Context: an optimization exercise on an open-source flow, tuned for small area. The choices shown serve that exercise and are no tape-out recipe. Function was checked by simulation only, so behaviour that the tests miss may differ from the original. Power and IR drop assume default switching activity.

==> flow/design.v <==
module decoder ( input wire [4:0] x, output wire [6:0] y );
    assign y[0] = ((~x[0] & ~x[1] & x[2] & ~x[3]) | (x[4]) | (x[0] & x[1] & ~x[2] & x[3]) | (x[0] & ~x[1] & ~x[2] & ~x[3]) | (x[0] & ~x[1] & x[2] & x[3]));
    assign y[1] = ((x[0] & ~x[1] & x[2] & ~x[3]) | (x[0] & x[1] & x[3]) | (x[4]) | (~x[0] & x[1] & x[2]) | (~x[0] & x[2] & x[3]));
    assign y[2] = ((~x[0] & x[2] & x[3]) | (x[4]) | (~x[0] & x[1] & ~x[2] & ~x[3]) | (x[1] & x[2] & x[3]));
    assign y[3] = ((~x[0] & ~x[1] & x[2] & ~x[3]) | (~x[0] & x[1] & ~x[2] & x[3]) | (x[4]) | (x[0] & ~x[1] & ~x[2] & ~x[3]) | (x[0] & x[1] & x[2]));
    assign y[4] = ((x[3] & x[4]) | (x[0] & ~x[1] & ~x[2]) | (~x[1] & x[2] & ~x[3]) | (x[0] & ~x[3]) | (x[1] & x[4]));
    assign y[5] = ((x[0] & ~x[2] & ~x[3]) | (x[4]) | (x[1] & ~x[2] & ~x[3]) | (x[0] & x[1] & ~x[3]) | (x[0] & ~x[1] & x[2] & x[3]));
    assign y[6] = ((~x[1] & ~x[2] & ~x[3] & ~x[4]) | (x[2] & x[4]) | (x[3] & x[4]) | (~x[0] & ~x[1] & x[2] & x[3]) | (x[0] & x[1] & x[2] & ~x[3]) | (x[1] & x[4]) | (x[0] & x[4]));
endmodule
`timescale 1ns / 1ps
module top
(
    input                   clk,
    input                   resetn,
    input       [15:0]      SW,
    input       [4:0]       BTN,
    output      [15:0]      LED,
    output                  DP,
    output      [7:0]       AN,
    output      [6:0]       C
    );
    wire rst = ~resetn;
    reg                     game, err;
    wire menu = ~game & ~err;
    reg         [1:0]       st;
    reg         [3:0]       so;
    reg         [4:0]       t1, t2;
    reg         [3:0]       o1, o2;
    reg                     isearlier, realisearlier, side;
    reg         [3:0]       pos;     
    reg         [2:0]       dig;     
    reg         [1:0]       sd1, sd2, dly;
    reg         [4:0]       fcr, fcl;
    reg         [3:0]       prescale;
    reg         [9:0]       tic;
    reg         [4:0]       x;
    assign DP = 1'b1;
    wire newClk = &prescale;
    always @(posedge clk) begin
        prescale[0] <= ~rst & ~prescale[0];
        prescale[1] <= ~rst & (prescale[1] ^ prescale[0]);
        prescale[2] <= ~rst & (prescale[2] ^ (prescale[1] & prescale[0]));
        prescale[3] <= ~rst & (prescale[3] ^ (prescale[2] & prescale[1] & prescale[0]));
    end
    wire press1 = sd1[1] & ~sd1[0];
    wire press2 = sd2[1] & ~sd2[0];
    always @(posedge clk) begin
        sd1[1] <= ~rst & BTN[2];
        sd1[0] <= sd1[1];
        sd2[1] <= ~rst & BTN[3];
        sd2[0] <= sd2[1];
    end
    wire s20 = st[1];                        
    wire s0  = ~st[1] & ~st[0] & ~so[3] & ~so[2] & ~so[1] & ~so[0];
    wire up  = BTN[2] & menu & press1 & ~s20;
    wire dn  = ~up & BTN[3] & menu & press2 & ~s0;
    wire ld5 = rst | (~up & ~dn & BTN[4] & err);
    wire so9 = so[3] & so[0];
    wire soz = ~so[3] & ~so[2] & ~so[1] & ~so[0];
    wire [3:0] so_up = so9 ? 4'd0 : {so[3] ^ (so[2] & so[1] & so[0]), so[2] ^ (so[1] & so[0]), so[1] ^ so[0], ~so[0]};
    wire [3:0] so_dn = soz ? 4'd9 : {so[3] & (so[2] | so[1] | so[0]), so[2] ^ (~so[1] & ~so[0]), so[1] ^ ~so[0], ~so[0]};
    always @(posedge clk) begin
        if (ld5) begin
            st <= 2'd0; so <= 4'd5;
        end else begin
            if (up) begin
                so <= so_up;
                if (so9) st <= {st[0], ~st[0]};
            end else if (dn) begin
                so <= so_dn;
                if (soz) st <= {1'b0, st[1]};
            end
        end
    end
    wire eq1 = ~t1[4] & ~t1[3] & ~t1[2] & (t1[1:0] == st) & (o1 == so);
    wire eq2 = ~t2[4] & ~t2[3] & ~t2[2] & (t2[1:0] == st) & (o2 == so);
    wire eq  = eq1 | eq2;
    always @(posedge clk) begin
        game <= ~rst & ((menu & BTN[1] & ~s0) | (game & ~eq));
        err  <= ~rst & ((menu & BTN[1] & s0) | (err & ~BTN[4]));
    end
    wire at0  = pos == 4'd0;
    wire at1  = pos == 4'd1;
    wire at14 = pos == 4'd14;
    wire at15 = pos == 4'd15;
    wire atend = at0 | at15;
    wire step = newClk & game;
    wire side_n = side ^ (atend | (~realisearlier & ((at1 & SW[0]) | (at14 & SW[15]))));
    wire [3:0] g = pos ^ {4{side_n}};
    wire [3:0] pos_mv = {pos[3] ^ (g[2] & g[1] & g[0]), pos[2] ^ (g[1] & g[0]), pos[1] ^ g[0], ~pos[0]};
    always @(posedge clk) begin
        if (rst) begin
            pos <= 4'd5; side <= 1'b0;
        end else if (step) begin
            side <= side_n;
            pos <= atend ? 4'd7 : pos_mv;
        end
    end
    wire isearlier_w = dly[1] & ~dly[0];
    always @(posedge clk) begin
        dly[1] <= ~rst & isearlier;
        dly[0] <= dly[1];
        realisearlier <= ~rst & (isearlier_w | (realisearlier & ~atend));
        isearlier <= ~rst & (game ? ~atend & (isearlier | (SW[0] & ~at1) | (SW[15] & ~at14)) : isearlier);
    end
    wire flag_right = fcr[4] & fcr[3] & fcr[1];
    wire flag_left  = fcl[4] & fcl[3] & fcl[1];
    always @(posedge clk) begin
        if (rst | (step & ~SW[0])) fcr <= 5'd8;
        else if (step & ~flag_right) fcr <= {fcr[3:0], ~(fcr[4] ^ fcr[1])};
        if (rst | (step & ~SW[15])) fcl <= 5'd8;
        else if (step & ~flag_left) fcl <= {fcl[3:0], ~(fcl[4] ^ fcl[1])};
    end
    wire inc1 = step & (at15 | flag_left);
    wire inc2 = step & (at0 | flag_right);
    wire eqE = newClk & eq;
    wire c1 = inc1 & o1[0];
    wire w1 = inc1 & t1[4] & t1[3] & t1[0] & o1[2] & ~o1[1] & o1[0];    
    wire clr1 = rst | eqE | w1;
    wire ti1 = inc1 & o1[3] & o1[0];
    always @(posedge clk) begin
        o1[0] <= ~rst & (eqE ? inc1 : (o1[0] ^ inc1) & ~w1);
        o1[1] <= ~clr1 & (o1[1] ^ (c1 & ~o1[3]));
        o1[2] <= ~clr1 & (o1[2] ^ (c1 & o1[1]));
        o1[3] <= ~clr1 & (o1[3] ? ~c1 : (c1 & o1[1] & o1[2]));
        t1[0] <= ~clr1 & (t1[0] ^ ti1);
        t1[1] <= ~clr1 & (t1[1] ^ (ti1 & t1[0]));
        t1[2] <= ~clr1 & (t1[2] ^ (ti1 & t1[0] & t1[1]));
        t1[3] <= ~clr1 & (t1[3] ^ (ti1 & t1[0] & t1[1] & t1[2]));
        t1[4] <= ~clr1 & (t1[4] ^ (ti1 & t1[0] & t1[1] & t1[2] & t1[3]));
    end
    wire c2 = inc2 & o2[0];
    wire w2 = inc2 & t2[4] & t2[3] & t2[0] & o2[2] & ~o2[1] & o2[0];
    wire clr2 = rst | eqE | w2;
    wire ti2 = inc2 & o2[3] & o2[0];
    always @(posedge clk) begin
        o2[0] <= ~rst & (eqE ? inc2 : (o2[0] ^ inc2) & ~w2);
        o2[1] <= ~clr2 & (o2[1] ^ (c2 & ~o2[3]));
        o2[2] <= ~clr2 & (o2[2] ^ (c2 & o2[1]));
        o2[3] <= ~clr2 & (o2[3] ? ~c2 : (c2 & o2[1] & o2[2]));
        t2[0] <= ~clr2 & (t2[0] ^ ti2);
        t2[1] <= ~clr2 & (t2[1] ^ (ti2 & t2[0]));
        t2[2] <= ~clr2 & (t2[2] ^ (ti2 & t2[0] & t2[1]));
        t2[3] <= ~clr2 & (t2[3] ^ (ti2 & t2[0] & t2[1] & t2[2]));
        t2[4] <= ~clr2 & (t2[4] ^ (ti2 & t2[0] & t2[1] & t2[2] & t2[3]));
    end
    wire tic_end = tic[9] & tic[8] & tic[7] & tic[6] & tic[4] & tic[3] & tic[1] & tic[0];
    always @(posedge clk) begin
        if (rst | tic_end) tic <= 10'd178;
        else tic <= {tic[8:0], ~(tic[9] ^ tic[2])};
    end
    wire d1 = dig == 3'd1;
    wire d7 = dig == 3'd7;
    wire [2:0] dig_inc = {dig[2] ^ (dig[1] & dig[0]), dig[1] ^ dig[0], ~dig[0]};
    always @(posedge clk) begin
        if (rst) dig <= 3'd1;
        else if (tic_end) begin
            if (game & d1) dig <= 3'd6;
            else if ((menu & d1) | (err & d7)) dig <= 3'd3;
            else dig <= dig_inc;
        end
    end
    wire sd0 = dig == 3'd0;
    wire sd6 = dig == 3'd6;
    wire [4:0] dval = ({5{game & sd0}} & {1'b0, o1}) |
                      ({5{game & d1}}  & t1) |
                      ({5{game & d7}}  & t2) |
                      ({5{game & sd6}} & {1'b0, o2}) |
                      ({5{menu & sd0}} & {1'b0, so}) |
                      ({5{menu & d1}}  & {3'b0, st});
    wire [4:0] lval = err ? (d7 ? 5'd14 : (dig == 3'd4) ? 5'd0 : 5'd16) :
                      d7 ? 5'd5 : sd6 ? 5'd12 : (dig == 3'd5) ? 5'd0 : (dig == 3'd4) ? 5'd16 : 5'd14;
    wire hold = game ? ~(sd0 | d1 | d7 | sd6) :
                menu ? (dig == 3'd2) :
                       (dig == 3'd0) | d1 | (dig == 3'd2);
    wire letter = ~game & (dig[2] | (dig[1] & dig[0]));
    always @(posedge clk) begin
        if (!hold) x <= letter ? lval : dval;
    end
    decoder dc(.x(x), .y(C));
    genvar i;
    generate
        for (i = 0; i < 16; i = i + 1) begin : g_led
            assign LED[i] = pos == i;
        end
        for (i = 0; i < 8; i = i + 1) begin : g_an
            assign AN[i] = dig != i;
        end
    endgenerate
endmodule
Settings: LEC_CHECK=0, CAP_MARGIN=20, CORE_MARGIN=2, CORE_UTILIZATION=40, SLEW_MARGIN=20; clock period 10.0 ns.
standard.sh (not shown) runs the stock make flow with config.mk's settings and CLKGATE_MAP_FILE= SYNTH_SCRIPT=/design/flow/synth_recipe.tcl, a recipe that flattens the netlist after the stock synthesis.
==> flow/flow/run.sh <==
#!/bin/bash
# Standard ORFS layout with smaller port buffers and a lighter clock tree:
# ports get sky130_fd_sc_hd__buf_1 buffers, the clock tree is built from
# clkbuf_4/clkbuf_8 cells without dummy loads. Tool output goes to
# standard.log and to ORFS's own logs under orfs/logs.
export BUFFER_PORTS_ARGS="-buffer_cell sky130_fd_sc_hd__buf_1"
export CTS_ARGS="-sink_clustering_enable -repair_clock_nets -buf_list {sky130_fd_sc_hd__clkbuf_4 sky130_fd_sc_hd__clkbuf_8} -dont_use_dummy_load"
bash standard.sh > standard.log 2>&1
Then changed:
==> flow/flow/run.sh (replaced) <==
#!/bin/bash
# Own layout flow: the standard ORFS flow (standard.sh) with three changes.
#  1. Synthesis is synth_recipe.tcl unchanged except that Yosys's abc pass maps
#     the combinational logic with flow/abc_area.script (area-oriented) instead
#     of ORFS's delay-oriented script. Registers are not touched by abc.
#  2. Port buffers are sky130_fd_sc_hd__buf_1.
#  3. The clock tree uses clkbuf_4/clkbuf_8 cells and no dummy loads.
# make's output goes to standard.log; ORFS keeps each step's log under orfs/logs.
set -euo pipefail
HERE=$(pwd)
cat > "$HERE/area_synth.tcl" <<EOS
proc abc {args} {
  set i [lsearch -exact \$args -script]
  if {\$i >= 0} { lset args [expr {\$i + 1}] $HERE/flow/abc_area.script }
  set j [lsearch -exact \$args -D]
  if {\$j >= 0} { set args [lreplace \$args \$j [expr {\$j + 1}]] }
  yosys abc {*}\$args
}
source $HERE/synth_recipe.tcl
EOS
export BUFFER_PORTS_ARGS="-buffer_cell sky130_fd_sc_hd__buf_1"
export CTS_ARGS="-sink_clustering_enable -repair_clock_nets -buf_list {sky130_fd_sc_hd__clkbuf_4 sky130_fd_sc_hd__clkbuf_8} -dont_use_dummy_load"
bash standard.sh SYNTH_SCRIPT="$HERE/area_synth.tcl" finish > standard.log 2>&1
==> flow/flow/abc_area.script (new file) <==
strash
balance -l
resub -K 6 -l
rewrite -l
resub -K 6 -N 2 -l
refactor -l
resub -K 8 -l
balance -l
resub -K 8 -N 2 -l
rewrite -l
resub -K 10 -l
rewrite -z -l
resub -K 10 -N 2 -l
balance -l
resub -K 12 -l
refactor -z -l
resub -K 12 -N 2 -l
rewrite -z -l
balance -l
balance -l
resub -K 6 -l
rewrite -l
resub -K 6 -N 2 -l
refactor -l
resub -K 8 -l
balance -l
resub -K 8 -N 2 -l
rewrite -l
resub -K 10 -l
rewrite -z -l
resub -K 10 -N 2 -l
balance -l
resub -K 12 -l
refactor -z -l
resub -K 12 -N 2 -l
rewrite -z -l
balance -l
dch -f
amap
topo
Result: Wire length falls by 8.9%; via count falls by 3.9%; cell area falls by 6.8%; total power falls by 6.7%; die area falls by 9.5%; core utilization rises by 1.7 points; sequential share of layout area rises by 2.5 points; combinational power falls by 46%; synthesized area falls by 9.9%; non-clock buffer count rises by 1; final cell count falls by 2.7%.

## re-timing with driven ports
No port has a modelled driver above. Below, the same layouts with a new extraction and two added sets of constraints. Step 1 (the two cells are an assumption about what drives the block):
set clk [get_ports {clk}]
set_driving_cell -lib_cell sky130_fd_sc_hd__clkbuf_16 $clk
set_driving_cell -lib_cell sky130_fd_sc_hd__buf_2 [delete_from_list [all_inputs] $clk]
Step 2 adds t to the input delays and takes it off the output delays; t is the mean of the earliest and latest rising clock arrival at the registers after step 1. Input paths then give back, and output paths get back, about the clock's delay inside the block. Three values: ideal, step 1, step 2; two values: the first two.
run | shift t [ns] | setup slack, ns | worst setup path at the end | clock arrival spread, ns | worst register clock-pin slew, ns
the first run | 0.370 | 5.936 / 5.903 / 6.273 | register to output | 0.031 / 0.031 | 0.09 / 0.09
the second run | 0.370 | 6.156 / 6.124 / 5.984 | input to register | 0.030 / 0.031 | 0.09 / 0.09
After both steps setup and hold are still met in every run listed. For the second run, which loses most, drivers alone change the setup slack by -0.032 ns; drivers and shift together by -0.172 ns.
